Background: an optimization exercise with open tools, aiming at small area. Do not read the settings as production practice. In this exercise RTL edits were held to simulation tests only and were not proved equivalent to the original.

$ cat design/flow/design.v
module mul4x4 (
	input  logic [3:0] x,
	input  logic [3:0] y,
	output logic [7:0] p
);
logic [3:0] r0, r1, r2, r3;
assign r0 = x & {4{y[0]}};
assign r1 = x & {4{y[1]}};
assign r2 = x & {4{y[2]}};
assign r3 = x & {4{y[3]}};
logic [4:0] s1;
logic [3:0] c1;
assign s1[0] = r0[1] ^ r1[0];            assign c1[0] = r0[1] & r1[0];
assign s1[1] = r0[2] ^ r1[1] ^ c1[0];    assign c1[1] = (r0[2] & r1[1]) | (c1[0] & (r0[2] ^ r1[1]));
assign s1[2] = r0[3] ^ r1[2] ^ c1[1];    assign c1[2] = (r0[3] & r1[2]) | (c1[1] & (r0[3] ^ r1[2]));
assign s1[3] = r1[3] ^ c1[2];            assign c1[3] = r1[3] & c1[2];
assign s1[4] = c1[3];
logic [4:0] s2;
logic [3:0] c2;
assign s2[0] = s1[1] ^ r2[0];            assign c2[0] = s1[1] & r2[0];
assign s2[1] = s1[2] ^ r2[1] ^ c2[0];    assign c2[1] = (s1[2] & r2[1]) | (c2[0] & (s1[2] ^ r2[1]));
assign s2[2] = s1[3] ^ r2[2] ^ c2[1];    assign c2[2] = (s1[3] & r2[2]) | (c2[1] & (s1[3] ^ r2[2]));
assign s2[3] = s1[4] ^ r2[3] ^ c2[2];    assign c2[3] = (s1[4] & r2[3]) | (c2[2] & (s1[4] ^ r2[3]));
assign s2[4] = c2[3];
logic [4:0] s3;
logic [3:0] c3;
assign s3[0] = s2[1] ^ r3[0];            assign c3[0] = s2[1] & r3[0];
assign s3[1] = s2[2] ^ r3[1] ^ c3[0];    assign c3[1] = (s2[2] & r3[1]) | (c3[0] & (s2[2] ^ r3[1]));
assign s3[2] = s2[3] ^ r3[2] ^ c3[1];    assign c3[2] = (s2[3] & r3[2]) | (c3[1] & (s2[3] ^ r3[2]));
assign s3[3] = s2[4] ^ r3[3] ^ c3[2];    assign c3[3] = (s2[4] & r3[3]) | (c3[2] & (s2[4] ^ r3[3]));
assign s3[4] = c3[3];
assign p = {s3[4:0], s2[0], s1[0], r0[0]};
endmodule
module add_rc #(
	parameter W = 8
)
(
	input  logic [W-1:0] a,
	input  logic [W-1:0] b,
	input  logic         cin,
	output logic [W-1:0] s
);
logic [W:0] c;
assign c[0] = cin;
genvar i;
generate
	for (i = 0; i < W; i = i + 1) begin : g_bit
		assign s[i] = a[i] ^ b[i] ^ c[i];
		assign c[i+1] = (a[i] & b[i]) | (c[i] & (a[i] ^ b[i]));
	end
endgenerate
endmodule
module fp_lane (
	input  logic [3:0]  x,
	input  logic [3:0]  y,
	input  logic        s,
	input  logic [6:0]  d,
	output logic [18:0] term,
	output logic        cin
);
logic [7:0] p;
mul4x4 mul0 (.x(x), .y(y), .p(p));
logic [19:0] v, sh, mask;
assign v = {p, 12'd0};
assign sh = v >> d;
assign mask = ~({20{1'b1}} << d);
assign term = {~s, sh[17:0] ^ {18{s}}};
assign cin = s & ~(|(v & mask));
endmodule
module fp4_prod (
	input  logic       ma,
	input  logic [1:0] ea,
	input  logic       sa,
	input  logic       mb,
	input  logic [1:0] eb,
	input  logic       sb,
	output logic [7:0] mag,
	output logic       s
);
logic ha, hb;
assign ha = |ea;
assign hb = |eb;
logic [3:0] q;
assign q[0] = ma & mb;
assign q[1] = (ha & mb) ^ (ma & hb);
assign q[2] = (ha & hb) & ~(ma & mb);
assign q[3] = ha & hb & ma & mb;
logic [5:0] qa;
always_comb begin
	case (ea)
		2'd3: qa = {q, 2'b00};
		2'd2: qa = {1'b0, q, 1'b0};
		default: qa = {2'b00, q};
	endcase
	case (eb)
		2'd3: mag = {qa, 2'b00};
		2'd2: mag = {1'b0, qa, 1'b0};
		default: mag = {2'b00, qa};
	endcase
end
assign s = sa ^ sb;
endmodule
module add_bk #(
	parameter W = 8
)
(
	input  logic [W-1:0] a,
	input  logic [W-1:0] b,
	input  logic         cin,
	output logic [W-1:0] s
);
logic [W-1:0] g, p, G, P;
integer l, i;
always_comb begin
	g = a & b;
	p = a ^ b;
	G = g;
	P = p;
	G[0] = g[0] | (p[0] & cin);
	for (l = 0; (1 << l) < W; l = l + 1)
		for (i = (2 << l) - 1; i < W; i = i + (2 << l)) begin
			G[i] = G[i] | (P[i] & G[i - (1 << l)]);
			P[i] = P[i] & P[i - (1 << l)];
		end
	for (l = 5; l >= 0; l = l - 1)
		for (i = (3 << l) - 1; i < W; i = i + (2 << l)) begin
			G[i] = G[i] | (P[i] & G[i - (1 << l)]);
			P[i] = P[i] & P[i - (1 << l)];
		end
end
assign s = p ^ {G[W-2:0], cin};
endmodule
module prefix_or #(
	parameter W = 8
)
(
	input  logic [W-1:0] a,
	output logic [W-1:0] o
);
integer l, i;
always_comb begin
	o = a;
	for (l = 0; (1 << l) < W; l = l + 1)
		for (i = (2 << l) - 1; i < W; i = i + (2 << l))
			o[i] = o[i] | o[i - (1 << l)];
	for (l = 5; l >= 0; l = l - 1)
		for (i = (3 << l) - 1; i < W; i = i + (2 << l))
			o[i] = o[i] | o[i - (1 << l)];
end
endmodule
module front_end (
	input  logic [7:0]  a_mant0, a_mant1, a_mant2, a_mant3,
	input  logic [7:0]  b_mant0, b_mant1, b_mant2, b_mant3,
	input  logic [9:0]  a_exp_in0, a_exp_in1, a_exp_in2, a_exp_in3,
	input  logic [9:0]  b_exp_in0, b_exp_in1, b_exp_in2, b_exp_in3,
	input  logic [3:0]  a_sign_in0, a_sign_in1, a_sign_in2, a_sign_in3,
	input  logic [3:0]  b_sign_in0, b_sign_in1, b_sign_in2, b_sign_in3,
	input  logic [1:0]  prec_mode,
	input  logic [1:0]  FP_mode,
	input  logic [7:0]  shared_exp_added,
	output logic [20:0] x_sum,
	output logic        x_sign,
	output logic [7:0]  e_in
);
logic int8, fp8, fp4, m3, e5m2;
assign int8 = (prec_mode == 2'b00);
assign fp8  = (prec_mode == 2'b01);
assign fp4  = (prec_mode == 2'b11);
assign m3   = ~FP_mode[0];
assign e5m2 = (FP_mode == 2'b11);
logic [7:0] a_abs, b_abs;
logic s_int;
assign a_abs = a_mant0[7] ? (~a_mant0 + 8'd1) : a_mant0;
assign b_abs = b_mant0[7] ? (~b_mant0 + 8'd1) : b_mant0;
assign s_int = a_mant0[7] ^ b_mant0[7];
function automatic [3:0] f8m(input [2:0] bits, input [4:0] ef, input m3_);
	f8m = m3_ ? {|ef, bits} : {1'b0, |ef, bits[1:0]};
endfunction
function automatic [4:0] f8e(input [4:0] ef);
	f8e = {ef[4:1], ef[0] | ~(|ef[4:1])};
endfunction
function automatic [3:0] f4v(input m, input [1:0] ef);
	case (ef)
		2'd0: f4v = {3'b000, m};
		2'd1: f4v = {2'b00, 1'b1, m};
		2'd2: f4v = {1'b0, 1'b1, m, 1'b0};
		default: f4v = {1'b1, m, 2'b00};
	endcase
endfunction
logic [5:0] f0, f1, f2, f3, e0, e1, e2, e3;
assign f0 = f8e(a_exp_in0[4:0]) + f8e(b_exp_in0[4:0]);
assign f1 = f8e(a_exp_in0[9:5]) + f8e(b_exp_in1[4:0]);
assign f2 = f8e(a_exp_in1[4:0]) + f8e(b_exp_in0[9:5]);
assign f3 = f8e(a_exp_in1[9:5]) + f8e(b_exp_in1[9:5]);
assign e0 = fp8 ? f0 : 6'd0;
assign e1 = fp8 ? f1 : {3'd0, int8, 2'd0};
assign e2 = fp8 ? f2 : {3'd0, int8, 2'd0};
assign e3 = fp8 ? f3 : {2'd0, int8, 3'd0};
logic [5:0] big01, big23, big;
assign big01 = (e0 >= e1) ? e0 : e1;
assign big23 = (e2 >= e3) ? e2 : e3;
assign big   = (big01 >= big23) ? big01 : big23;
logic [3:0] x0, x1, x2, x3, y0, y1, y2, y3;
logic s0, s1, s2, s3;
logic [6:0] d0, d1, d2, d3, bigp;
assign bigp = {1'b0, big} + {4'd0, ~(fp8 & e5m2), 2'b00};
assign d0 = bigp - {1'b0, e0};
assign d1 = bigp - {1'b0, e1};
assign d2 = bigp - {1'b0, e2};
assign d3 = bigp - {1'b0, e3};
always_comb begin
	x0 = '0; x1 = '0; x2 = '0; x3 = '0; y0 = '0; y1 = '0; y2 = '0; y3 = '0;
	s0 = 1'b0; s1 = 1'b0; s2 = 1'b0; s3 = 1'b0;
	if (int8) begin
		x0 = a_abs[3:0]; y0 = b_abs[3:0];
		x1 = a_abs[7:4]; y1 = b_abs[3:0];
		x2 = a_abs[3:0]; y2 = b_abs[7:4];
		x3 = a_abs[7:4]; y3 = b_abs[7:4];
		s0 = s_int; s1 = s_int; s2 = s_int; s3 = s_int;
	end else if (fp8) begin
		x0 = f8m(a_mant0[2:0], a_exp_in0[4:0], m3); y0 = f8m(b_mant0[2:0], b_exp_in0[4:0], m3);
		x1 = f8m(a_mant0[6:4], a_exp_in0[9:5], m3); y1 = f8m(b_mant1[2:0], b_exp_in1[4:0], m3);
		x2 = f8m(a_mant1[2:0], a_exp_in1[4:0], m3); y2 = f8m(b_mant0[6:4], b_exp_in0[9:5], m3);
		x3 = f8m(a_mant1[6:4], a_exp_in1[9:5], m3); y3 = f8m(b_mant1[6:4], b_exp_in1[9:5], m3);
		s0 = a_sign_in0[0] ^ b_sign_in0[0];
		s1 = a_sign_in0[1] ^ b_sign_in1[0];
		s2 = a_sign_in1[0] ^ b_sign_in0[1];
		s3 = a_sign_in1[1] ^ b_sign_in1[1];
	end else if (fp4) begin
		x0 = f4v(a_mant0[0], a_exp_in0[1:0]); y0 = f4v(b_mant0[0], b_exp_in0[1:0]);
		x1 = f4v(a_mant1[0], a_exp_in1[1:0]); y1 = f4v(b_mant0[2], b_exp_in0[3:2]);
		x2 = f4v(a_mant0[2], a_exp_in0[3:2]); y2 = f4v(b_mant1[0], b_exp_in1[1:0]);
		x3 = f4v(a_mant1[2], a_exp_in1[3:2]); y3 = f4v(b_mant1[2], b_exp_in1[3:2]);
		s0 = a_sign_in0[0] ^ b_sign_in0[0];
		s1 = a_sign_in1[0] ^ b_sign_in0[1];
		s2 = a_sign_in0[1] ^ b_sign_in1[0];
		s3 = a_sign_in1[1] ^ b_sign_in1[1];
	end
end
logic [18:0] t0, t1, t2, t3;
logic c0, c1, c2, c3;
fp_lane ln0 (.x(x0), .y(y0), .s(s0), .d(d0), .term(t0), .cin(c0));
fp_lane ln1 (.x(x1), .y(y1), .s(s1), .d(d1), .term(t1), .cin(c1));
fp_lane ln2 (.x(x2), .y(y2), .s(s2), .d(d2), .term(t2), .cin(c2));
fp_lane ln3 (.x(x3), .y(y3), .s(s3), .d(d3), .term(t3), .cin(c3));
logic [7:0] u0, u1, u2, u3;
logic us0, us1, us2, us3;
fp4_prod fq0 (.ma(fp4 & a_mant2[4]), .ea(a_exp_in2[5:4] & {2{fp4}}), .sa(fp4 & a_sign_in2[2]), .mb(b_mant2[4]), .eb(b_exp_in2[5:4]), .sb(fp4 & b_sign_in2[2]), .mag(u0), .s(us0));
fp4_prod fq1 (.ma(fp4 & a_mant3[4]), .ea(a_exp_in3[5:4] & {2{fp4}}), .sa(fp4 & a_sign_in3[2]), .mb(b_mant2[6]), .eb(b_exp_in2[7:6]), .sb(fp4 & b_sign_in2[3]), .mag(u1), .s(us1));
fp4_prod fq2 (.ma(fp4 & a_mant2[6]), .ea(a_exp_in2[7:6] & {2{fp4}}), .sa(fp4 & a_sign_in2[3]), .mb(b_mant3[4]), .eb(b_exp_in3[5:4]), .sb(fp4 & b_sign_in3[2]), .mag(u2), .s(us2));
fp4_prod fq3 (.ma(fp4 & a_mant3[6]), .ea(a_exp_in3[7:6] & {2{fp4}}), .sa(fp4 & a_sign_in3[3]), .mb(b_mant3[6]), .eb(b_exp_in3[7:6]), .sb(fp4 & b_sign_in3[3]), .mag(u3), .s(us3));
logic [8:0] v0, v1, v2, v3;
assign v0 = {~us0, u0 ^ {8{us0}}};
assign v1 = {~us1, u1 ^ {8{us1}}};
assign v2 = {~us2, u2 ^ {8{us2}}};
assign v3 = {~us3, u3 ^ {8{us3}}};
xsum xs0 (.t0(t0), .t1(t1), .t2(t2), .t3(t3), .v0(v0), .v1(v1), .v2(v2), .v3(v3),
	.c0(c0), .c1(c1), .c2(c2), .c3(c3),
	.u0(us0), .u1(us1), .u2(us2), .u3(us3), .s(x_sum));
assign x_sign = int8 ? s_int : x_sum[20];
logic [7:0] ebias;
always_comb begin
	case (prec_mode)
		2'b00: ebias = 8'd255;    
		2'b11: ebias = 8'd9;
		2'b10: ebias = 8'd0;
		default: case (FP_mode)
			2'b11: ebias = 8'd229;
			2'b10: ebias = 8'd247;
			2'b01: ebias = 8'd1;
			default: ebias = 8'd255;
		endcase
	endcase
end
assign e_in = shared_exp_added + ebias + {2'b00, big};
endmodule
module xsum (
	input  logic [18:0] t0, t1, t2, t3,
	input  logic [8:0]  v0, v1, v2, v3,
	input  logic        c0, c1, c2, c3,
	input  logic        u0, u1, u2, u3,
	output logic [20:0] s
);
logic n1, n2, n3, n4, n5, n6, n7, n8, n9, n10, n11, n12, n13, n14, n15, n16, n17, n18, n19, n20, n21, n22, n23, n24, n25, n26, n27, n28, n29, n30, n31, n32, n33, n34, n35, n36, n37, n38, n39, n40, n41, n42, n43, n44, n45, n46, n47, n48, n49, n50, n51, n52, n53, n54, n55, n56, n57, n58, n59, n60, n61, n62, n63, n64, n65, n66, n67, n68, n69, n70, n71, n72, n73, n74, n75, n76, n77, n78, n79, n80, n81, n82, n83, n84, n85, n86, n87, n88, n89, n90, n91, n92, n93, n94, n95, n96, n97, n98, n99, n100, n101, n102, n103, n104, n105, n106, n107, n108, n109, n110, n111, n112, n113, n114, n115, n116, n117, n118, n119, n120, n121, n122, n123, n124, n125, n126, n127, n128, n129, n130, n131, n132, n133, n134, n135, n136, n137, n138, n139, n140, n141, n142, n143, n144, n145, n146, n147, n148, n149, n150, n151, n152, n153, n154, n155, n156, n157, n158, n159, n160, n161, n162, n163, n164, n165, n166, n167, n168, n169, n170, n171, n172, n173, n174, n175, n176, n177, n178, n179, n180, n181, n182, n183, n184, n185, n186, n187, n188, n189, n190, n191, n192, n193, n194, n195, n196, n197, n198, n199, n200, n201, n202;
assign n1 = t0[8] ^ v0[0] ^ u0;
assign n2 = (t0[8] & v0[0]) | (u0 & (t0[8] ^ v0[0]));
assign n3 = t1[8] ^ v1[0];
assign n4 = t1[8] & v1[0];
assign n5 = t0[9] ^ v0[1];
assign n6 = t0[9] & v0[1];
assign n7 = t0[0] ^ c0 ^ t1[0];
assign n8 = (t0[0] & c0) | (t1[0] & (t0[0] ^ c0));
assign n9 = u1 ^ t2[8] ^ v2[0];
assign n10 = (u1 & t2[8]) | (v2[0] & (u1 ^ t2[8]));
assign n11 = u2 ^ t3[8];
assign n12 = u2 & t3[8];
assign n13 = t1[9] ^ v1[1] ^ t2[9];
assign n14 = (t1[9] & v1[1]) | (t2[9] & (t1[9] ^ v1[1]));
assign n15 = v2[1] ^ t3[9] ^ v3[1];
assign n16 = (v2[1] & t3[9]) | (v3[1] & (v2[1] ^ t3[9]));
assign n17 = n5 ^ n2;
assign n18 = n5 & n2;
assign n19 = t0[10] ^ v0[2] ^ t1[10];
assign n20 = (t0[10] & v0[2]) | (t1[10] & (t0[10] ^ v0[2]));
assign n21 = v1[2] ^ t2[10] ^ v2[2];
assign n22 = (v1[2] & t2[10]) | (v2[2] & (v1[2] ^ t2[10]));
assign n23 = t3[10] ^ v3[2] ^ n6;
assign n24 = (t3[10] & v3[2]) | (n6 & (t3[10] ^ v3[2]));
assign n25 = t0[11] ^ v0[3] ^ t1[11];
assign n26 = (t0[11] & v0[3]) | (t1[11] & (t0[11] ^ v0[3]));
assign n27 = v1[3] ^ t2[11] ^ v2[3];
assign n28 = (v1[3] & t2[11]) | (v2[3] & (v1[3] ^ t2[11]));
assign n29 = t3[11] ^ v3[3];
assign n30 = t3[11] & v3[3];
assign n31 = t0[12] ^ v0[4] ^ t1[12];
assign n32 = (t0[12] & v0[4]) | (t1[12] & (t0[12] ^ v0[4]));
assign n33 = v1[4] ^ t2[12] ^ v2[4];
assign n34 = (v1[4] & t2[12]) | (v2[4] & (v1[4] ^ t2[12]));
assign n35 = t3[12] ^ v3[4];
assign n36 = t3[12] & v3[4];
assign n37 = t0[13] ^ v0[5] ^ t1[13];
assign n38 = (t0[13] & v0[5]) | (t1[13] & (t0[13] ^ v0[5]));
assign n39 = v1[5] ^ t2[13] ^ v2[5];
assign n40 = (v1[5] & t2[13]) | (v2[5] & (v1[5] ^ t2[13]));
assign n41 = t3[13] ^ v3[5];
assign n42 = t3[13] & v3[5];
assign n43 = t0[14] ^ v0[6] ^ t1[14];
assign n44 = (t0[14] & v0[6]) | (t1[14] & (t0[14] ^ v0[6]));
assign n45 = v1[6] ^ t2[14] ^ v2[6];
assign n46 = (v1[6] & t2[14]) | (v2[6] & (v1[6] ^ t2[14]));
assign n47 = t3[14] ^ v3[6];
assign n48 = t3[14] & v3[6];
assign n49 = t0[15] ^ v0[7] ^ t1[15];
assign n50 = (t0[15] & v0[7]) | (t1[15] & (t0[15] ^ v0[7]));
assign n51 = v1[7] ^ t2[15] ^ v2[7];
assign n52 = (v1[7] & t2[15]) | (v2[7] & (v1[7] ^ t2[15]));
assign n53 = t3[15] ^ v3[7];
assign n54 = t3[15] & v3[7];
assign n55 = t0[16] ^ v0[8] ^ t1[16];
assign n56 = (t0[16] & v0[8]) | (t1[16] & (t0[16] ^ v0[8]));
assign n57 = v1[8] ^ t2[16] ^ v2[8];
assign n58 = (v1[8] & t2[16]) | (v2[8] & (v1[8] ^ t2[16]));
assign n59 = t3[16] ^ v3[8];
assign n60 = t3[16] & v3[8];
assign n61 = t0[17] ^ t1[17];
assign n62 = t0[17] & t1[17];
assign n63 = c1 ^ t2[0] ^ c2;
assign n64 = (c1 & t2[0]) | (c2 & (c1 ^ t2[0]));
assign n65 = t0[1] ^ t1[1] ^ t2[1];
assign n66 = (t0[1] & t1[1]) | (t2[1] & (t0[1] ^ t1[1]));
assign n67 = t0[2] ^ t1[2];
assign n68 = t0[2] & t1[2];
assign n69 = t0[3] ^ t1[3];
assign n70 = t0[3] & t1[3];
assign n71 = t0[4] ^ t1[4];
assign n72 = t0[4] & t1[4];
assign n73 = t0[5] ^ t1[5];
assign n74 = t0[5] & t1[5];
assign n75 = t0[6] ^ t1[6];
assign n76 = t0[6] & t1[6];
assign n77 = t0[7] ^ t1[7];
assign n78 = t0[7] & t1[7];
assign n79 = v3[0] ^ u3 ^ n1;
assign n80 = (v3[0] & u3) | (n1 & (v3[0] ^ u3));
assign n81 = n3 ^ n9;
assign n82 = n3 & n9;
assign n83 = n4 ^ n13 ^ n15;
assign n84 = (n4 & n13) | (n15 & (n4 ^ n13));
assign n85 = n17 ^ n10 ^ n12;
assign n86 = (n17 & n10) | (n12 & (n17 ^ n10));
assign n87 = n19 ^ n21 ^ n23;
assign n88 = (n19 & n21) | (n23 & (n19 ^ n21));
assign n89 = n14 ^ n16 ^ n18;
assign n90 = (n14 & n16) | (n18 & (n14 ^ n16));
assign n91 = n25 ^ n27 ^ n29;
assign n92 = (n25 & n27) | (n29 & (n25 ^ n27));
assign n93 = n20 ^ n22 ^ n24;
assign n94 = (n20 & n22) | (n24 & (n20 ^ n22));
assign n95 = n31 ^ n33 ^ n35;
assign n96 = (n31 & n33) | (n35 & (n31 ^ n33));
assign n97 = n26 ^ n28 ^ n30;
assign n98 = (n26 & n28) | (n30 & (n26 ^ n28));
assign n99 = n37 ^ n39 ^ n41;
assign n100 = (n37 & n39) | (n41 & (n37 ^ n39));
assign n101 = n32 ^ n34 ^ n36;
assign n102 = (n32 & n34) | (n36 & (n32 ^ n34));
assign n103 = n43 ^ n45 ^ n47;
assign n104 = (n43 & n45) | (n47 & (n43 ^ n45));
assign n105 = n38 ^ n40 ^ n42;
assign n106 = (n38 & n40) | (n42 & (n38 ^ n40));
assign n107 = n49 ^ n51 ^ n53;
assign n108 = (n49 & n51) | (n53 & (n49 ^ n51));
assign n109 = n44 ^ n46 ^ n48;
assign n110 = (n44 & n46) | (n48 & (n44 ^ n46));
assign n111 = n55 ^ n57 ^ n59;
assign n112 = (n55 & n57) | (n59 & (n55 ^ n57));
assign n113 = n50 ^ n52 ^ n54;
assign n114 = (n50 & n52) | (n54 & (n50 ^ n52));
assign n115 = t2[17] ^ t3[17] ^ n61;
assign n116 = (t2[17] & t3[17]) | (n61 & (t2[17] ^ t3[17]));
assign n117 = n56 ^ n58 ^ n60;
assign n118 = (n56 & n58) | (n60 & (n56 ^ n58));
assign n119 = t0[18] ^ t1[18] ^ t2[18];
assign n120 = (t0[18] & t1[18]) | (t2[18] & (t0[18] ^ t1[18]));
assign n121 = t3[18] ^ 1'b1 ^ n62;
assign n122 = (t3[18] & 1'b1) | (n62 & (t3[18] ^ 1'b1));
assign n123 = t3[0] ^ c3;
assign n124 = t3[0] & c3;
assign n125 = t3[1] ^ n8 ^ n65;
assign n126 = (t3[1] & n8) | (n65 & (t3[1] ^ n8));
assign n127 = t2[2] ^ t3[2] ^ n67;
assign n128 = (t2[2] & t3[2]) | (n67 & (t2[2] ^ t3[2]));
assign n129 = t2[3] ^ t3[3] ^ n69;
assign n130 = (t2[3] & t3[3]) | (n69 & (t2[3] ^ t3[3]));
assign n131 = t2[4] ^ t3[4] ^ n71;
assign n132 = (t2[4] & t3[4]) | (n71 & (t2[4] ^ t3[4]));
assign n133 = t2[5] ^ t3[5] ^ n73;
assign n134 = (t2[5] & t3[5]) | (n73 & (t2[5] ^ t3[5]));
assign n135 = t2[6] ^ t3[6] ^ n75;
assign n136 = (t2[6] & t3[6]) | (n75 & (t2[6] ^ t3[6]));
assign n137 = t2[7] ^ t3[7] ^ n77;
assign n138 = (t2[7] & t3[7]) | (n77 & (t2[7] ^ t3[7]));
assign n139 = n11 ^ n79 ^ n81;
assign n140 = (n11 & n79) | (n81 & (n11 ^ n79));
assign n141 = n83 ^ n85 ^ n80;
assign n142 = (n83 & n85) | (n80 & (n83 ^ n85));
assign n143 = n87 ^ n89 ^ n84;
assign n144 = (n87 & n89) | (n84 & (n87 ^ n89));
assign n145 = n91 ^ n93 ^ n88;
assign n146 = (n91 & n93) | (n88 & (n91 ^ n93));
assign n147 = n95 ^ n97 ^ n92;
assign n148 = (n95 & n97) | (n92 & (n95 ^ n97));
assign n149 = n99 ^ n101 ^ n96;
assign n150 = (n99 & n101) | (n96 & (n99 ^ n101));
assign n151 = n103 ^ n105 ^ n100;
assign n152 = (n103 & n105) | (n100 & (n103 ^ n105));
assign n153 = n107 ^ n109 ^ n104;
assign n154 = (n107 & n109) | (n104 & (n107 ^ n109));
assign n155 = n111 ^ n113 ^ n108;
assign n156 = (n111 & n113) | (n108 & (n111 ^ n113));
assign n157 = n115 ^ n117 ^ n112;
assign n158 = (n115 & n117) | (n112 & (n115 ^ n117));
assign n159 = n119 ^ n121 ^ n116;
assign n160 = (n119 & n121) | (n116 & (n119 ^ n121));
assign n161 = 1'b1 ^ n120;
assign n162 = 1'b1 & n120;
assign n163 = n7 ^ n63;
assign n164 = n7 & n63;
assign n165 = n64 ^ n125 ^ n124;
assign n166 = (n64 & n125) | (n124 & (n64 ^ n125));
assign n167 = n66 ^ n127 ^ n126;
assign n168 = (n66 & n127) | (n126 & (n66 ^ n127));
assign n169 = n68 ^ n129 ^ n128;
assign n170 = (n68 & n129) | (n128 & (n68 ^ n129));
assign n171 = n70 ^ n131 ^ n130;
assign n172 = (n70 & n131) | (n130 & (n70 ^ n131));
assign n173 = n72 ^ n133 ^ n132;
assign n174 = (n72 & n133) | (n132 & (n72 ^ n133));
assign n175 = n74 ^ n135 ^ n134;
assign n176 = (n74 & n135) | (n134 & (n74 ^ n135));
assign n177 = n76 ^ n137 ^ n136;
assign n178 = (n76 & n137) | (n136 & (n76 ^ n137));
assign n179 = n78 ^ n139 ^ n138;
assign n180 = (n78 & n139) | (n138 & (n78 ^ n139));
assign n181 = n82 ^ n141 ^ n140;
assign n182 = (n82 & n141) | (n140 & (n82 ^ n141));
assign n183 = n86 ^ n143 ^ n142;
assign n184 = (n86 & n143) | (n142 & (n86 ^ n143));
assign n185 = n90 ^ n145 ^ n144;
assign n186 = (n90 & n145) | (n144 & (n90 ^ n145));
assign n187 = n94 ^ n147 ^ n146;
assign n188 = (n94 & n147) | (n146 & (n94 ^ n147));
assign n189 = n98 ^ n149 ^ n148;
assign n190 = (n98 & n149) | (n148 & (n98 ^ n149));
assign n191 = n102 ^ n151 ^ n150;
assign n192 = (n102 & n151) | (n150 & (n102 ^ n151));
assign n193 = n106 ^ n153 ^ n152;
assign n194 = (n106 & n153) | (n152 & (n106 ^ n153));
assign n195 = n110 ^ n155 ^ n154;
assign n196 = (n110 & n155) | (n154 & (n110 ^ n155));
assign n197 = n114 ^ n157 ^ n156;
assign n198 = (n114 & n157) | (n156 & (n114 ^ n157));
assign n199 = n118 ^ n159 ^ n158;
assign n200 = (n118 & n159) | (n158 & (n118 ^ n159));
assign n201 = n122 ^ n161 ^ n160;
assign n202 = (n122 & n161) | (n160 & (n122 ^ n161));
logic [20:0] ra, rb;
assign ra[0] = n123;
assign rb[0] = n163;
assign ra[1] = n165;
assign rb[1] = n164;
assign ra[2] = n167;
assign rb[2] = n166;
assign ra[3] = n169;
assign rb[3] = n168;
assign ra[4] = n171;
assign rb[4] = n170;
assign ra[5] = n173;
assign rb[5] = n172;
assign ra[6] = n175;
assign rb[6] = n174;
assign ra[7] = n177;
assign rb[7] = n176;
assign ra[8] = n179;
assign rb[8] = n178;
assign ra[9] = n181;
assign rb[9] = n180;
assign ra[10] = n183;
assign rb[10] = n182;
assign ra[11] = n185;
assign rb[11] = n184;
assign ra[12] = n187;
assign rb[12] = n186;
assign ra[13] = n189;
assign rb[13] = n188;
assign ra[14] = n191;
assign rb[14] = n190;
assign ra[15] = n193;
assign rb[15] = n192;
assign ra[16] = n195;
assign rb[16] = n194;
assign ra[17] = n197;
assign rb[17] = n196;
assign ra[18] = n199;
assign rb[18] = n198;
assign ra[19] = n201;
assign rb[19] = n200;
assign ra[20] = n162;
assign rb[20] = n202;
add_bk #(.W(21)) cpa (.a(ra), .b(rb), .cin(1'b0), .s(s));
endmodule
module accum_norm (
	input  logic [20:0] x_sum,
	input  logic        x_sign,
	input  logic [7:0]  e_in,
	input  logic [24:0] accum_FP32,
	output logic [15:0] out_mant,    
	output logic [7:0]  out_exp,
	output logic        out_sign,
	output logic        keep_mant    
);
logic [15:0] ma;
logic [7:0]  ea;
logic        sa;
assign ma = accum_FP32[15:0];
assign ea = accum_FP32[23:16];
assign sa = accum_FP32[24];
logic [8:0] d;           
assign d = {1'b0, ea} - {1'b0, e_in};
logic dneg, case1, case2, case4;
assign dneg  = d[8];
assign case1 = ~dneg & (d[7:0] < 8'd17);
assign case2 = ~dneg & ~case1;
assign case4 = dneg & (d[7:0] <= 8'd217);    
logic [5:0] r;
assign r = (dneg ? 6'd2 : 6'd20) - d[5:0];
logic [39:0] fw, qs, qmask;
assign fw = {|ea, ma, 23'd0};
assign qs = fw >> r;
assign qmask = ~({40{1'b1}} << r);
logic q_sticky;
assign q_sticky = |(fw & qmask);
logic [38:0] q;
logic qcin;
assign q = case4 ? 39'd0 : (qs[38:0] ^ {39{sa}});
assign qcin = ~case4 & sa & ~q_sticky;
logic [38:0] p;
assign p = case1 ? {{18{x_sign}}, x_sum} : {x_sum, 18'd0};
logic [38:0] y, m;
add_bk #(.W(39)) yadd (.a(p), .b(q), .cin(qcin), .s(y));
logic [38:0] ylow;    
prefix_or #(.W(39)) por (.a({y[37:0], 1'b0}), .o(ylow));
assign m = y ^ (ylow & {39{y[38]}});
logic [38:0] n1, n2, n3, n4, n5;
logic [5:0] lz;
always_comb begin
	lz = 6'd0;
	if (m[38:7]   == '0) begin n1 = m << 32;  lz[5] = 1'b1; end else n1 = m;
	if (n1[38:23] == '0) begin n2 = n1 << 16; lz[4] = 1'b1; end else n2 = n1;
	if (n2[38:31] == '0) begin n3 = n2 << 8;  lz[3] = 1'b1; end else n3 = n2;
	if (n3[38:35] == '0) begin n4 = n3 << 4;  lz[2] = 1'b1; end else n4 = n3;
	if (n4[38:37] == '0) begin n5 = n4 << 2;  lz[1] = 1'b1; end else n5 = n4;
	if (n5[38] == 1'b0)  begin lz[0] = 1'b1; end
end
logic [15:0] nm;
assign nm = lz[0] ? n5[36:21] : n5[37:22];
logic zero;
assign zero = ~(|m);
logic [7:0] en;
assign en = case1 ? ea : e_in;
assign keep_mant = case2;
assign out_mant = nm;
always_comb begin
	if (case2) begin
		out_exp = 8'd1; out_sign = 1'b0;
	end else begin
		out_exp  = zero ? en + 8'd1 : en - {2'b00, lz} + 8'd1;
		out_sign = case4 ? x_sign : y[38];
	end
end
endmodule
module mac_core (
	input  logic [7:0]  a_mant0, a_mant1, a_mant2, a_mant3,
	input  logic [7:0]  b_mant0, b_mant1, b_mant2, b_mant3,
	input  logic [9:0]  a_exp_in0, a_exp_in1, a_exp_in2, a_exp_in3,
	input  logic [9:0]  b_exp_in0, b_exp_in1, b_exp_in2, b_exp_in3,
	input  logic [3:0]  a_sign_in0, a_sign_in1, a_sign_in2, a_sign_in3,
	input  logic [3:0]  b_sign_in0, b_sign_in1, b_sign_in2, b_sign_in3,
	input  logic [1:0]  prec_mode,
	input  logic [1:0]  FP_mode,
	input  logic [7:0]  shared_exp_added,
	input  logic [24:0] accum_FP32,
	output logic [15:0] out_mant,
	output logic [7:0]  out_exp,
	output logic        out_sign,
	output logic        keep_mant
);
logic [20:0] x_sum;    
logic        x_sign;   
logic [7:0]  e_in;     
front_end fe0 (.a_mant0(a_mant0), .a_mant1(a_mant1), .a_mant2(a_mant2), .a_mant3(a_mant3),
	.b_mant0(b_mant0), .b_mant1(b_mant1), .b_mant2(b_mant2), .b_mant3(b_mant3),
	.a_exp_in0(a_exp_in0), .a_exp_in1(a_exp_in1), .a_exp_in2(a_exp_in2), .a_exp_in3(a_exp_in3),
	.b_exp_in0(b_exp_in0), .b_exp_in1(b_exp_in1), .b_exp_in2(b_exp_in2), .b_exp_in3(b_exp_in3),
	.a_sign_in0(a_sign_in0), .a_sign_in1(a_sign_in1), .a_sign_in2(a_sign_in2), .a_sign_in3(a_sign_in3),
	.b_sign_in0(b_sign_in0), .b_sign_in1(b_sign_in1), .b_sign_in2(b_sign_in2), .b_sign_in3(b_sign_in3),
	.prec_mode(prec_mode), .FP_mode(FP_mode), .shared_exp_added(shared_exp_added),
	.x_sum(x_sum), .x_sign(x_sign), .e_in(e_in));
accum_norm an0 (.x_sum(x_sum), .x_sign(x_sign), .e_in(e_in),
	.accum_FP32(accum_FP32), .out_mant(out_mant), .out_exp(out_exp), .out_sign(out_sign), .keep_mant(keep_mant));
endmodule
module MX_MAC_hybrid_BPE #(
	parameter M_out_width = 16
)
(
	input  logic        clk_i,
	input  logic        rstn,
	input  logic [7:0]  a_mant0,
	input  logic [7:0]  a_mant1,
	input  logic [7:0]  a_mant2,
	input  logic [7:0]  a_mant3,
	input  logic [7:0]  b_mant0,
	input  logic [7:0]  b_mant1,
	input  logic [7:0]  b_mant2,
	input  logic [7:0]  b_mant3,
	input  logic [9:0]  a_exp_in0,
	input  logic [9:0]  a_exp_in1,
	input  logic [9:0]  a_exp_in2,
	input  logic [9:0]  a_exp_in3,
	input  logic [9:0]  b_exp_in0,
	input  logic [9:0]  b_exp_in1,
	input  logic [9:0]  b_exp_in2,
	input  logic [9:0]  b_exp_in3,
	input  logic [3:0]  a_sign_in0,
	input  logic [3:0]  a_sign_in1,
	input  logic [3:0]  a_sign_in2,
	input  logic [3:0]  a_sign_in3,
	input  logic [3:0]  b_sign_in0,
	input  logic [3:0]  b_sign_in1,
	input  logic [3:0]  b_sign_in2,
	input  logic [3:0]  b_sign_in3,
	input  logic [1:0]  prec_mode,
	input  logic [1:0]  FP_mode,
	input  logic [7:0]  shared_exp_added,
	input  logic        A_valid,
	input  logic        B_valid,
	output logic [M_out_width-1:0] MAC_mant_out,
	output logic [7:0] MAC_exp_out,
	output logic MAC_sign_out
);
logic [15:0] accum_mant;
logic [7:0]  accum_exp;
logic        accum_sign;
logic [15:0] out_mant;
logic [7:0]  out_exp;
logic        out_sign;
logic        keep_mant;
mac_core core0 (.a_mant0(a_mant0), .a_mant1(a_mant1), .a_mant2(a_mant2), .a_mant3(a_mant3),
	.b_mant0(b_mant0), .b_mant1(b_mant1), .b_mant2(b_mant2), .b_mant3(b_mant3),
	.a_exp_in0(a_exp_in0), .a_exp_in1(a_exp_in1), .a_exp_in2(a_exp_in2), .a_exp_in3(a_exp_in3),
	.b_exp_in0(b_exp_in0), .b_exp_in1(b_exp_in1), .b_exp_in2(b_exp_in2), .b_exp_in3(b_exp_in3),
	.a_sign_in0(a_sign_in0), .a_sign_in1(a_sign_in1), .a_sign_in2(a_sign_in2), .a_sign_in3(a_sign_in3),
	.b_sign_in0(b_sign_in0), .b_sign_in1(b_sign_in1), .b_sign_in2(b_sign_in2), .b_sign_in3(b_sign_in3),
	.prec_mode(prec_mode), .FP_mode(FP_mode), .shared_exp_added(shared_exp_added),
	.accum_FP32({accum_sign, accum_exp, accum_mant}),
	.out_mant(out_mant), .out_exp(out_exp), .out_sign(out_sign), .keep_mant(keep_mant));
always @(posedge clk_i or negedge rstn) begin
	if (~rstn) begin
		accum_mant <= '0; accum_exp <= '0; accum_sign <= '0;
	end else if (A_valid & B_valid) begin
		if (~keep_mant) accum_mant <= out_mant;
		accum_exp <= out_exp; accum_sign <= out_sign;
	end
end
assign MAC_mant_out = accum_mant;
assign MAC_exp_out = accum_exp;
assign MAC_sign_out = accum_sign;
endmodule
$ cat design/flow/flow/run.sh
#!/bin/bash
# Standard layout (standard.sh) with these changes to how it is made:
#  - ABC's area script replaced by flow/abc_area.script (choice computation
#    and area-oriented mapping); synthesis is otherwise unchanged;
#  - no full/half-adder cell extraction before ABC (ADDER_MAP_FILE empty);
#  - port buffers made from the smallest buffer cell.
set -e
rm -rf scripts_mod
cp -r "$FLOW_HOME/scripts" scripts_mod
cp flow/abc_area.script scripts_mod/abc_area.script
export SCRIPTS_DIR="$PWD/scripts_mod"
export ADDER_MAP_FILE=
export BUFFER_PORTS_ARGS="-buffer_cell sky130_fd_sc_hd__buf_1"
bash standard.sh > standard.log 2>&1
$ cat design/flow/flow/abc_area.script
strash
&get -n
&dch -f
&nf -R 1000 -p
&st
&dch -f
&nf -R 1000 -p
&put
topo
stime -c
$ cat design/flow/standard.sh
#!/bin/bash
# synth_recipe.tcl (not shown) runs the flow's synth.tcl, then flattens the netlist and writes it again
# the make line also repeats each setting of config.mk as NAME=value (left out here)
make -C /OpenROAD-flow-scripts/flow DESIGN_CONFIG=/design/flow/config.mk WORK_HOME=/design/flow/orfs CLKGATE_MAP_FILE= SYNTH_SCRIPT=/design/flow/synth_recipe.tcl "${@:-finish}"
$ cat design/flow/config.mk
export PLATFORM = sky130hd
export DESIGN_NAME = MX_MAC_hybrid_BPE
export DESIGN_NICKNAME = MX_MAC_hybrid_BPE
export VERILOG_FILES = /design/flow/design.v
export SDC_FILE = /design/flow/constraint.sdc
export NUM_CORES = 4
export LEC_CHECK = 0
export ABC_AREA = 1
export CAP_MARGIN = 20
export CORE_MARGIN = 2
export CORE_UTILIZATION = 40
export GPL_TIMING_DRIVEN = 0
export SLEW_MARGIN = 20
$ cat design/flow/constraint.sdc
create_clock -name core_clock -period 30.0 [get_ports {clk_i}]
set_input_delay 6.0000 -clock core_clock [delete_from_list [all_inputs] [get_ports {clk_i}]]
set_output_delay 6.0000 -clock core_clock [all_outputs]
set_load 0.01 [all_outputs]
==> results of run 1 <==
[layout by cell type, fill, tap and decap left out, types with 14 or more instances in the layout]
| master | count |
|---|---|
| a21o_1 | 23 |
| a21oi_1 | 224 |
| a31oi_1 | 43 |
| and2_0 | 40 |
| and3_1 | 26 |
| buf_1 | 142 |
| buf_4 | 24 |
| clkinv_1 | 83 |
| dfrtp_1 | 24 |
| maj3_1 | 85 |
| mux2_1 | 19 |
| mux2i_1 | 106 |
| nand2_1 | 413 |
| nand2b_1 | 122 |
| nand3_1 | 61 |
| nor2_1 | 417 |
| nor2b_1 | 73 |
| nor3_1 | 60 |
| o211ai_1 | 20 |
| o21a_1 | 22 |
| o21ai_0 | 242 |
| o22ai_1 | 27 |
| o31ai_1 | 27 |
| or2_0 | 28 |
| or4_1 | 14 |
| xnor2_1 | 365 |
| xnor2_2 | 16 |
| xor2_1 | 214 |
[path summary, 6_finish.rpt]
kind / startpoint / to / slack (ps) / cells after the start
worst max-delay path: prec_mode[0] / accum_exp[7]$_DFFE_PN0P_ / 1430 / 103
worst min-delay path: accum_exp[7]$_DFFE_PN0P_ / accum_exp[7]$_DFFE_PN0P_ / 620 / 1
worst max register to register: accum_exp[0]$_DFFE_PN0P_ / accum_exp[7]$_DFFE_PN0P_ / 11660 / 82
worst min register to register: accum_exp[7]$_DFFE_PN0P_ / accum_exp[7]$_DFFE_PN0P_ / 620 / 1
max in group asynchronous: rstn / accum_sign$_DFFE_PN0P_ / 23880 / 1
min in group asynchronous: rstn / accum_mant[13]$_DFFE_PN0P_ / 5730 / 1
[metrics by stage]
step                      hold WS [ps]  utilization  setup slack, ps  std cells  TNS, ps
final                              618        0.457             1430       3844        0
after floorplan                    563            -             97.7       3032        0
after global placement             596        0.433            -6280       3795  -127780
after CTS                          623        0.449             30.7       3825        0
after global routing               636        0.457             -144       3844     -144
after detailed placement           605        0.440            -5080       3807   -97600
[flip-flops by register name, summed over array words and instances, names as in the netlist]
name and count:
accum_mant 16, accum_exp 8, accum_sign 1
[final cells by class]
type	instances	share of cell area
timing repair inverter	1	0.000230
timing repair buffer	185	0.0436
multi-input combinational	2928	0.873
clock inverter	1	0.000345
tap	615	0.0354
inverter	86	0.0152
sequential	25	0.0288
clock buffer	3	0.00345
[what timing repair did]
item	in CTS	in global routing
setup buffers	11	14
gates resized for setup	34	50
gates cloned	3	5
setup endpoints to repair	24	24
pin swaps	6	6
[layer usage]
metal  global-route usage  vias to the layer above
li1                     -                    11100
met1                0.328                     9883
met2                0.439                      606
met3              0.00553                       92
met4               0.0602                        0
met5                    0                        -
[synthesized netlist by cell type, types with 45 or more instances]
cell type,instances,area share
a21oi_1,227,0.059
and2_0,45,0.015
clkinv_1,86,0.017
maj3_1,87,0.045
mux2i_1,109,0.057
nand2_1,417,0.081
nand2b_1,123,0.040
nand3_1,62,0.016
nor2_1,423,0.083
nor2b_1,76,0.025
nor3_1,63,0.016
o21ai_0,247,0.064
xnor2_1,383,0.17
xor2_1,223,0.10
[critical path, delay by kind of cell]
family	cells	cell delay, ps
buf+inv	8	1970
xor+xnor	8	1540
simple gates	46	8320
fa+ha+maj	12	4870
compound gates	29	5960
[kinds of logic after synthesis]
group	after synthesis
muxes	128
and+or+nand+nor	1350
DFF	25
xor gates and xnor gates	611
AOI/OAI and AO/OA	745
adders and majority gates	87
buffers and inverters	86
==> metrics.yaml, run 1 <==
met1_length_mm: 29.3
die-area_mm2: 0.0498
synth-simple-area-share: 0.325
fin_crit_sh: 0.952
hold_violations: 0
tightestPinTransition_ps: 1360
hold_path.class: "reg2reg"
cts_tree: "done"
die_y_um: 223
relSlewSlack: 0.0851
final_layout_size_suffix_gt1_frac: 0.0427
grt_pass1_vias: 19400
clk_path_buf_depth: 2
vias_per_cell: 5.63
synth_area_mm2: 0.0192
worst_setup_path_start_kind: "input port"
drt_wl_total_mm: 64.5
fin_nets: 3422
required_ps: 30200
portBuffers: 148
async_reset_ff_frac: 1.00
antenna_found_initial: 0
diodes: 0
synth_cells: 3032
dpl.hpwl_mm: 52.5
cts_sinks: 25
grt.overflow.total: 0
ys_seq_area_frac: 0.0326
fin_skew_ps: 4.54
start_util: 0.404
vias: 21600
cts.clk_slew.worst_paths_ps: 60
synth.ff_latch_count: 25
met2_length_mm: 30.9
io_pins: 217
cp_slowest_cell: "or4_1"
multiInputGateArea_mm2: 0.0190
hold_buffers: 0
htreeDepth: 1
grt_max_degree: 43
insertion_delay_ps: 260
regArea_um2: 627
postLayoutCellArea_mm2: 0.0217
status: "complete, no violations"
crit_path_frequent_cell: "nand2_1"
synth_top_family_by_area: "simple AND/OR/NAND/NOR gates"
ant_nets: 0
first_pass_iters: 6
num_rows: 80
dieWidth_um: 223
synth_edf_count: 0
drc: 0
worstPathArrival_ps: 28770
place_congestion: 0.939
wl_per_cell_um: 16.8
syn_to_final_growth_pct: 13.2
core_area_mm2: 0.0475
top_layer: "met4"
grt_pass1_wl_mm: 101
yosys_warnings: 7
endpoint_kind: "flip-flop"
cts-buffers-inserted: 3
setup_viol: 0
synth_mux_area_frac: 0.0679
avgSynthCellArea_um2: 6.34
syn_nets: 3224
track_usage: 0.246
slew_violations: 0
post_dp_cell_area_mm2: 0.0209
fin_crit_ps: 28570
wl_met3_mm: 2.62
root_buffer: "clkbuf_16"
drt_iter0_drc: 1760
drv_cap: 0
ys_types: 62
fill_cells: 5094
synthAdderAreaFrac: 0.0453
synthFlopType: "dfrtp_1"
crit_type: "in2reg"
cp_max_fo: 27
synth_compound_area_frac: 0.230
cpPeakStageDelay_ps: 550
fmax_ghz: 0.0350
synthXorXnorAreaFrac: 0.282
==> run 2: changes to the inputs <==
==> design/flow/flow/abc_area.script (replaced) <==
strash
&get -n
&dch -f
&nf -R 30 -p
&st
&dch -f
&nf -R 30 -p
&put
topo
stime -c
--- a/design/flow/config.mk
+++ b/design/flow/config.mk
@@ -10,4 +10,3 @@
 export CORE_MARGIN = 2
 export CORE_UTILIZATION = 40
-export GPL_TIMING_DRIVEN = 0
 export SLEW_MARGIN = 20
==> metrics.yaml, run 2 <==
status: "complete, no violations"
htreeDepth: 1  # unchanged
syn_to_final_growth_pct: 11.1
cp_max_fo: 26  # -3.7%
cts_tree: "done"
grt_pass1_vias: 20700  # +6.7%
synth_cells: 3068  # +1.2%
fill_cells: 5392  # +5.9%
rsz0062_at_grt: "false"
yosysTopAreaCell: "xnor2_1"
diodes: 0  # unchanged
vias_per_cell: 5.69  # +1.1%
final_layout_size_suffix_gt1_frac: 0.0331  # -0.00969
hold_violations: 0  # unchanged
dp.cells: 3961  # +4.0%
whs_path_depth: 2  # +1
reg_top3: "accum_mant x16, accum_exp x8, accum_sign x1"
tightestPinTransition_ps: 1040  # -322 ps
wl_per_cell_um: 17.5  # +4.5%
yosys-top-cells-count: "xnor2_1 (399), nor2_1 (389), nand2_1 (377)"
fin_skew_ps: 4.04  # -0.497 ps
synthFlopType: "dfrtp_1"
num_rows: 82  # +2.5%
utilization: 0.448  # -0.00900
worst_setup_path_start_kind: "input port"
grt.overflow.total: 0  # unchanged
drv_cap: 0  # unchanged
die-area_mm2: 0.0522  # +4.8%
yosys_warnings: 7  # unchanged
cts_sinks: 25  # unchanged
dpl.hpwl_mm: 58.2  # +11%
place_congestion: 0.961  # +2.4%
core_area_mm2: 0.0500  # +5.1%
fin_crit_ps: 28000  # -567 ps
fin_hold_ws_ps: 604  # -13.2 ps
cp_slowest_cell: "or4_1"
slew_violations: 0  # unchanged
first_pass_iters: 5  # -1
yosysMostFrequentCell: "xnor2_1"
cts-buffers-inserted: 3  # unchanged
fin_nets: 3491  # +2.0%
ys_top_cells_by_area: "xnor2_1 (17%), xor2_1 (9.3%), nor2_1 (7.2%)"
ys_types: 71  # +15%
required_ps: 30140  # -60 ps
reg2reg_depth: 71  # -13%
async_reset_ff_frac: 1.00  # unchanged
largest_reg_flops: 16  # unchanged
drt_wl_total_mm: 69.6  # +7.9%
vias: 22600  # +4.4%
synth_edf_count: 0  # unchanged
hold_path.class: "reg2reg"
endpoint_kind: "flip-flop"
r2r_start: "accum_exp[0]$_DFFE_PN0P_"
final_common_cell: "xnor2_1"
top_register: "accum_mant"
min-delay-start: "accum_mant[8]$_DFFE_PN0P_"
io_pins: 217  # unchanged
avgSynthCellArea_um2: 6.57  # +3.7%
crit_family: "compound AO/OA/AOI/OAI gates"
ant_nets: 0  # unchanged
die_y_um: 228  # +2.4%
setup_viol: 0  # unchanged
ys_seq_area_frac: 0.0310  # -0.00153
drt_iter0_drc: 1468  # -17%
fin_crit_sh: 0.933  # -0.0189
tns_ps: 0  # unchanged
antenna_found_initial: 0  # unchanged
final_cell_mix: "xnor2_1 (396), nor2_1 (387), nand2_1 (377)"
synth_area_mm2: 0.0202  # +4.9%
cp.depth: 85  # -17%
startpoint: "b_exp_in0[3]"
path_buf_inv: 6  # -2
grt_max_degree: 43  # unchanged
grt_pass1_wl_mm: 111  # +9.4%
synth_top_area_share: 0.173  # -0.00123
insertion_delay_ps: 250  # about the same
hold_buffers: 0  # unchanged
root_buffer: "clkbuf_16"
crit_path_frequent_cell: "maj3_1"
cts.clk_slew.worst_paths_ps: 60  # about the same
dieWidth_um: 228  # +2.4%
worstPathArrival_ps: 28140  # -630 ps
cpPeakStageDelay_ps: 650  # +100 ps
relSlewSlack: 0.304  # +0.219
drc: 0  # unchanged
track_usage: 0.256  # +0.00946
synth.ff_latch_count: 25  # unchanged
crit_type: "in2reg"
clk_path_buf_depth: 2  # unchanged
portBuffers: 148  # unchanged
fmax_ghz: 0.0357  # +2.0%
start_util: 0.403  # -0.000665
fin_cells: 3970  # +3.3%
syn_nets: 3260  # +1.1%
run 2: cell count changes after synthesis, sizes merged, moves of 11 or more:
cell,delta
nand2,-40
o21ai,-39
nor2,-34
o31ai,+18
a21oi,-16
clkinv,-16
nand3,+16
xnor2,+16
a211oi,+14
o31a,+14
a311oi,+11
maj3,-11
run 2: logic make-up after synthesis:
logic type | Yosys count | synth area share
AO/OA/AOI/OAI | 827 | 0.262
XOR/XNOR | 625 | 0.279
adder cells (fa/ha/maj) | 76 | 0.0377
buffers and inverters | 70 | 0.0130
flip-flops | 25 | 0.0310
multiplexers | 137 | 0.0714
AND/OR/NAND/NOR | 1308 | 0.305
run 2: routing by layer:
layer / GRT usage / vias to the layer above / share of wire
met5: 0 / - / 0
met4: 0.0582 / 0 / 0.024
met3: 0.0107 / 86 / 0.050
met2: 0.447 / 677 / 0.47
met1: 0.346 / 10300 / 0.46
li1: - / 11500 / -
run 2: layout make-up:
| class | instances | area (um^2) | area share |
|---|---|---|---|
| inverters | 70 | 263 | 0.0117 |
| well taps | 672 | 841 | 0.0375 |
| clock inverters | 1 | 5.00 | 0.000223 |
| flip-flops and latches | 25 | 626 | 0.0279 |
| multi-input cells | 2974 | 19500 | 0.869 |
| clock buffers | 3 | 75.1 | 0.00335 |
| repair buffers | 225 | 1130 | 0.0506 |
run 2: stage by stage:
step | instance area [um^2] | setup slack, ps
6_report | 22400 | 2000
5_1_grt | 22400 | 51.0
4_1_cts | 22300 | 345
3_5_place_dp | 22200 | 133
3_3_place_gp | 22200 | 140
2_1_floorplan | 20200 | 262
run 2: worst min-delay path: stages (launching register included):
cell and delay [ps]:
dfrtp_1 440, nand2_1 70, o31ai_1 60
run 2: path summary, 6_finish.rpt:
check	endpoint	slack (ps)
max	accum_exp[7]$_DFFE_PN0P_	2000
min	accum_mant[8]$_DFFE_PN0P_	600
max reg2reg	accum_exp[7]$_DFFE_PN0P_	11950
min reg2reg	accum_mant[8]$_DFFE_PN0P_	600
max in group asynchronous	accum_exp[4]$_DFFE_PN0P_	24040
min in group asynchronous	accum_mant[12]$_DFFE_PN0P_	5730
run 2: what timing repair did:
| item | CTS | global route |
|---|---|---|
| setup endpoints to repair | 0 | 24 |
| setup buffers | 0 | 4 |
| gates resized for setup | 0 | 13 |
==> run 3: changes to the inputs <==
==> design/flow/flow/abc_area.script (replaced) <==
strash
&get -n
&dch -f
&nf -R 60 -p
&st
&dch -f
&nf -R 60 -p
&put
topo
stime -c
==> metrics.yaml, run 3 <==
fmax_ghz: 0.0350  # -2.0%
final_layout_size_suffix_gt1_frac: 0.0394  # +0.00640
diodes: 0  # unchanged
vias_per_cell: 5.55  # -2.5%
track_usage: 0.248  # -0.00770
grt_max_degree: 61  # +42%
first_pass_iters: 6  # +1
hold_violations: 0  # unchanged
synth.ff_latch_count: 25  # unchanged
cpPeakStageDelay_ps: 500  # -150 ps
endpoint_kind: "flip-flop"
tightestPinTransition_ps: 1010  # -27.8 ps
cts_tree: "done"
hold_path.class: "reg2reg"
dpl.hpwl_mm: 53.7  # -7.7%
syn_nets: 3223  # -1.1%
synth_top_area_share: 0.178  # +0.00455
dp.cells: 3873  # -2.2%
final_cell_mix: "nor2_1 (410), nand2_1 (405), xnor2_1 (386)"
cts.clk_slew.worst_paths_ps: 70  # about the same
grt_pass1_wl_mm: 102  # -7.7%
startpoint: "a_exp_in0[9]"
syn_to_final_growth_pct: 12.4
cts_sinks: 25  # unchanged
cts-buffers-inserted: 3  # unchanged
cp_slowest_cell: "maj3_1"
core_area_mm2: 0.0476  # -4.6%
start_util: 0.404  # +0.000551
drt_wl_total_mm: 64.7  # -7.0%
vias: 21600  # -4.5%
worstPathArrival_ps: 28710  # +570 ps
ant_nets: 0  # unchanged
yosys-top-cells-count: "nor2_1 (412), nand2_1 (406), xnor2_1 (391)"
largest_reg_flops: 16  # unchanged
insertion_delay_ps: 260  # about the same
hold_buffers: 0  # unchanged
fin_crit_sh: 0.952  # +0.0186
async_reset_ff_frac: 1.00  # unchanged
io_pins: 217  # unchanged
relSlewSlack: 0.320  # +0.0160
avgSynthCellArea_um2: 6.35  # -3.3%
setup_viol: 0  # unchanged
die-area_mm2: 0.0499  # -4.4%
yosysMostFrequentCell: "nor2_1"
ys_types: 64  # -9.9%
dieWidth_um: 223  # -2.2%
synth_edf_count: 0  # unchanged
fill_cells: 5239  # -2.8%
synth_cells: 3031  # -1.2%
drt_iter0_drc: 1585  # +8.0%
slew_violations: 0  # unchanged
htreeDepth: 1  # unchanged
min-delay-start: "accum_mant[12]$_DFFE_PN0P_"
drc: 0  # unchanged
reg_top3: "accum_mant x16, accum_exp x8, accum_sign x1"
portBuffers: 148  # unchanged
post_dp_cell_area_mm2: 0.0213  # -4.3%
required_ps: 30150  # about the same
die_y_um: 223  # -2.2%
yosysTopAreaCell: "xnor2_1"
fin_cells: 3885  # -2.1%
grt_pass1_vias: 19700  # -4.9%
ys_top_cells_by_area: "xnor2_1 (18%), xor2_1 (9.6%), nor2_1 (8.0%)"
status: "complete, no violations"
fin_crit_ps: 28560  # +559 ps
r2r_start: "accum_exp[0]$_DFFE_PN0P_"
ys_seq_area_frac: 0.0325  # +0.00147
wl_per_cell_um: 16.7  # -5.0%
drv_cap: 0  # unchanged
root_buffer: "clkbuf_16"
final_common_cell: "nor2_1"
place_congestion: 0.975  # +1.5%
num_rows: 80  # -2.4%
clk_path_buf_depth: 2  # unchanged
cp_max_fo: 29  # +12%
crit_type: "in2reg"
top_register: "accum_mant"
worst_setup_path_start_kind: "input port"
antenna_found_initial: 1  # +1
crit_path_frequent_cell: "maj3_1"
fin_nets: 3463  # -0.80%
postLayoutCellArea_mm2: 0.0216  # -3.4%
synth_area_mm2: 0.0192  # -4.5%
synthFlopType: "dfrtp_1"
yosys_warnings: 7  # unchanged
fin_skew_ps: 3.49  # -0.550 ps
grt.overflow.total: 0  # unchanged
-- run 3: cells by family (layout without fill, tap and decap cells) --
group / count (synthesis) / in the layout / synth area share
simple gates: 1343 / 1344 / 0.326
buf+inv: 86 / 322 / 0.0168
xor+xnor: 608 / 610 / 0.280
fa+ha+maj: 83 / 83 / 0.0432
flops: 25 / 25 / 0.0325
mux: 128 / 128 / 0.0675
compound gates: 758 / 758 / 0.234
-- run 3: area by class of cell --
class	instances	area, um^2	share of cell area
Inverter	86	323	0.0149
Clock buffer	3	75.1	0.00347
Sequential cell	25	627	0.0290
Timing Repair Buffer	232	1190	0.0551
Clock inverter	1	7.51	0.000347
Multi-Input combinational cell	2923	18600	0.862
Tap cell	615	769	0.0356
-- run 3: repair_timing --
action / in CTS / in global routing
resized for setup: 2 / 36
buffers inserted: 0 / 5
gates cloned: 1 / 2
endpoints found under the setup margin: 1 / 24
pin swaps: 1 / 4
-- run 3: worst paths after layout --
path / endpoint / slack [ps] / depth (start not counted)
max: accum_exp[7]$_DFFE_PN0P_ / 1440 / 105
min: accum_mant[12]$_DFFE_PN0P_ / 620 / 2
max reg2reg: accum_exp[7]$_DFFE_PN0P_ / 11560 / 83
min reg2reg: accum_mant[12]$_DFFE_PN0P_ / 620 / 2
max in group asynchronous: accum_sign$_DFFE_PN0P_ / 23990 / 2
min in group asynchronous: accum_mant[13]$_DFFE_PN0P_ / 5730 / 2
-- run 3: per-stage QoR --
stage          hold WS [ps]  setup WS (ps)  utilization  setup TNS, ps
2_1_floorplan           565            206            -              0
3_3_place_gp            601           -249        0.446           -249
3_5_place_dp            615           -332        0.446           -332
4_1_cts                 631            108        0.448              0
5_1_grt                 636          -91.7        0.454          -91.7
6_report                620           1440        0.454              0
-- run 3: worst max-delay path: cells and delay by family --
kind,cells,cell delay [ps]
AOI/OAI and AO/OA,36,6810
muxes,3,940
and+or+nand+nor,40,7750
xor gates and xnor gates,9,1610
buffers and inverters,8,1730
adders and majority gates,9,3820
-- run 3: per-layer routing --
metal  global-route usage  part of all wire
met5                    0                 0
met4               0.0484             0.020
met3               0.0112             0.042
met2                0.448              0.48
met1                0.328              0.46
==> run 4: changes to the inputs <==
==> design/flow/flow/abc_area.script (replaced) <==
strash
&get -n
&dch -f
&nf -R 1000 -p
&st
&dch -f
&nf -R 1000 -p
&put
topo
stime -c
buffer -c
upsize -c
dnsize -c
==> metrics.yaml, run 4 <==
tightestPinTransition_ps: 1060  # +46.4 ps
place_congestion: 0.935  # -4.1%
crit_family: "simple AND/OR/NAND/NOR gates"
endpoint_kind: "flip-flop"
synth_edf_count: 0  # unchanged
r2r_end: "accum_exp[7]$_DFFE_PN0P_"
root_buffer: "clkbuf_16"
ys_seq_area_frac: 0.0311  # -0.00143
status: "complete, no violations"
worst_setup_path_start_kind: "input port"
fin_hold_ws_ps: 605  # -14.7 ps
postLayoutCellArea_mm2: 0.0215  # -0.80%
io_pins: 217  # unchanged
grt.overflow.total: 0  # unchanged
fin_skew_ps: 6.11  # +2.61 ps
async_reset_ff_frac: 1.00  # unchanged
first_pass_iters: 5  # -1
fmax_ghz: 0.0356  # +1.6%
fill_cells: 5509  # +5.2%
tns_ps: 0  # unchanged
yosysTopAreaCell: "xnor2_1"
final_cell_mix: "nor2_1 (419), nand2_1 (414), xnor2_1 (379)"
rsz0062_at_grt: "false"
ys_top_cells_by_area: "xnor2_1 (17%), xor2_1 (9.7%), nor2_1 (7.8%)"
diodes: 0  # unchanged
worstPathArrival_ps: 28320  # -390 ps
syn_nets: 3355  # +4.1%
multiInputGateArea_mm2: 0.0186  # -0.17%
synth_cells: 3163  # +4.4%
drv_cap: 0  # unchanged
cts_tree: "done"
antenna_found_initial: 0  # -1
portBuffers: 148  # unchanged
r2r_start: "accum_exp[0]$_DFFE_PN0P_"
required_ps: 30200  # +50 ps
startpoint: "b_exp_in1[3]"
drt_iter0_drc: 1448  # -8.6%
cp_slowest_cell: "or4_1"
cts-buffers-inserted: 3  # unchanged
dieWidth_um: 228  # +2.2%
utilization: 0.429  # -0.0246
final_layout_size_suffix_gt1_frac: 0.0534  # +0.0139
vias_per_cell: 5.46  # -1.6%
wl_per_cell_um: 16.4  # -1.4%
fin_crit_ps: 28120  # -443 ps
yosys_warnings: 7  # unchanged
path_buf_inv: 6  # -2
hold_violations: 0  # unchanged
ant_nets: 0  # unchanged
crit_path_frequent_cell: "nor2_1"
regArea_um2: 627  # unchanged
avgSynthCellArea_um2: 6.37  # +0.23%
largest_reg_flops: 16  # unchanged
drc: 0  # unchanged
yosys-top-cells-count: "nor2_1 (420), nand2_1 (414), xnor2_1 (380)"
vias: 21400  # -0.94%
ff2ff_setup_slack_ps: 12200  # +640 ps
grt_pass1_vias: 19600  # -0.51%
insertion_delay_ps: 260  # about the same
clk_path_buf_depth: 2  # unchanged
dpl.hpwl_mm: 54.0  # +0.49%
die_y_um: 228  # +2.2%
track_usage: 0.238  # -0.0101
cts_sinks: 25  # unchanged
setup_slack_ps: 1880  # +443 ps
reg_top3: "accum_mant x16, accum_exp x8, accum_sign x1"
htreeDepth: 1  # unchanged
start_util: 0.403  # -0.00105
grt_max_degree: 61  # unchanged
top_register: "accum_mant"
fin_nets: 3433  # -0.87%
synthFlopType: "dfrtp_1"
synth_top_area_share: 0.165  # -0.0126
cp_max_fo: 34  # +17%
cpPeakStageDelay_ps: 590  # +90 ps
grt_pass1_wl_mm: 103  # +0.84%
slew_violations: 0  # unchanged
fin_crit_sh: 0.937  # -0.0148
drt_wl_total_mm: 64.3  # -0.69%
cts.clk_slew.worst_paths_ps: 70  # about the same
syn_to_final_growth_pct: 6.58
reg2reg_depth: 80  # -3.6%
core_area_mm2: 0.0500  # +4.9%
ys_types: 105  # +64%
relSlewSlack: 0.287  # -0.0326
num_rows: 82  # +2.5%
post_dp_cell_area_mm2: 0.0214  # +0.49%
final_common_cell: "nor2_1"
yosysMostFrequentCell: "nor2_1"
critPathCapture: "accum_exp[7]$_DFFE_PN0P_"
hold_path.class: "reg2reg"
dpl_worst_slack_ps: 1090  # +1420 ps
crit_type: "in2reg"
setup_viol: 0  # unchanged
synth_area_mm2: 0.0201  # +4.6%
die-area_mm2: 0.0521  # +4.5%
cp.depth: 102  # -2.9%
synth.ff_latch_count: 25  # unchanged
[run 4: cell types whose count changed in the layout (fill, tap and decap cells not counted), sizes merged, moves of 10 or more]
| cell | delta |
|---|---|
| buf | -28 |
| clkinv | -84 |
| inv | +84 |
| nand2 | +11 |
| nor2 | +11 |
| xnor2 | -10 |
| xor2 | +11 |
[run 4: area by class of cell]
cell class	instances	share of cell area
inverters	86	0.0150
repair buffers	204	0.0455
clock buffers	3	0.00350
multi-input cells	2921	0.867
well taps	672	0.0392
clock inverters	1	0.000350
flip-flops and latches	25	0.0292
[run 4: cell families (layout without fill, tap and decap cells)]
| family | Yosys count | in the layout | share of synthesized area |
|---|---|---|---|
| xor+xnor | 611 | 611 | 0.271 |
| buf+inv | 217 | 294 | 0.0459 |
| mux | 128 | 128 | 0.0648 |
| compound gates | 745 | 745 | 0.225 |
| flops | 25 | 25 | 0.0311 |
| fa+ha+maj | 87 | 87 | 0.0439 |
| simple gates | 1350 | 1350 | 0.318 |
[run 4: tightest hold or removal path, stage by stage (launching register included)]
cell     delay [ps]
dfrtp_1         440
nand2_1          70
o31ai_1          60
[run 4: how the worst min path moves through the flow]
stage          slack, ps                         end                       start  cells past startpoint
2_1_floorplan        560  accum_mant[13]$_DFFE_PN0P_  accum_mant[13]$_DFFE_PN0P_                      2
3_3_place_gp         600  accum_mant[11]$_DFFE_PN0P_  accum_mant[11]$_DFFE_PN0P_                      2
3_5_place_dp         600   accum_mant[9]$_DFFE_PN0P_   accum_mant[9]$_DFFE_PN0P_                      2
4_1_cts              620   accum_mant[9]$_DFFE_PN0P_   accum_mant[9]$_DFFE_PN0P_                      2
5_1_grt              650    accum_exp[2]$_DFFE_PN0P_    accum_exp[2]$_DFFE_PN0P_                      1
6_report             600  accum_mant[11]$_DFFE_PN0P_  accum_mant[11]$_DFFE_PN0P_                      2
[run 4: repair_timing]
action / CTS / global route
setup buffers: 0 / 1
gates resized for setup: 0 / 4
hold buffers: 0 / 0
endpoints found under the setup margin: 0 / 7
[run 4: per-stage QoR]
step           std cells
4_1_cts             3911
3_5_place_dp        3907
3_3_place_gp        3907
6_report            3912
2_1_floorplan       3163
5_1_grt             3912
[run 4: per-layer routing]
layer / part of all wire / track usage / vias to the layer above
li1: - / - / 11100
met1: 0.46 / 0.319 / 9666
met2: 0.47 / 0.420 / 572
met3: 0.042 / 0.00936 / 86
met4: 0.025 / 0.0556 / 0
met5: 0 / 0 / -

port drivers added, routing unchanged:
Ports are ideal in the flow. The routed layouts listed here were re-timed in OpenROAD.
Step 1: set_driving_cell puts a clkbuf_16 on clk_i and a buf_2 on each other input, an assumption about the parent block.
Step 2 also shifts input and output timing later by t, the mid clock arrival at the registers, as if the neighbouring blocks saw the same clock.
Three values: ideal ports, drivers, drivers and shift; two values: the first two.
run	t, ns	setup WS [ns]	clock arrival spread, ns	slew at the worst register clock pin (ns)	pins driven straight from the clock port
run 1	0.286	1.431 / 1.435 / 1.148	0.005 / 0.005	0.07 / 0.07	1
run 2	0.276	1.998 / 2.004 / 1.728	0.004 / 0.004	0.06 / 0.06	1
run 3	0.284	1.440 / 1.448 / 1.163	0.004 / 0.003	0.07 / 0.07	1
run 4	0.294	1.883 / 1.886 / 1.592	0.007 / 0.006	0.07 / 0.07	1
After both steps every run listed still meets setup and hold. For run 4, which loses most, drivers alone change the setup slack by +0.003 ns; drivers and shift together by -0.291 ns.
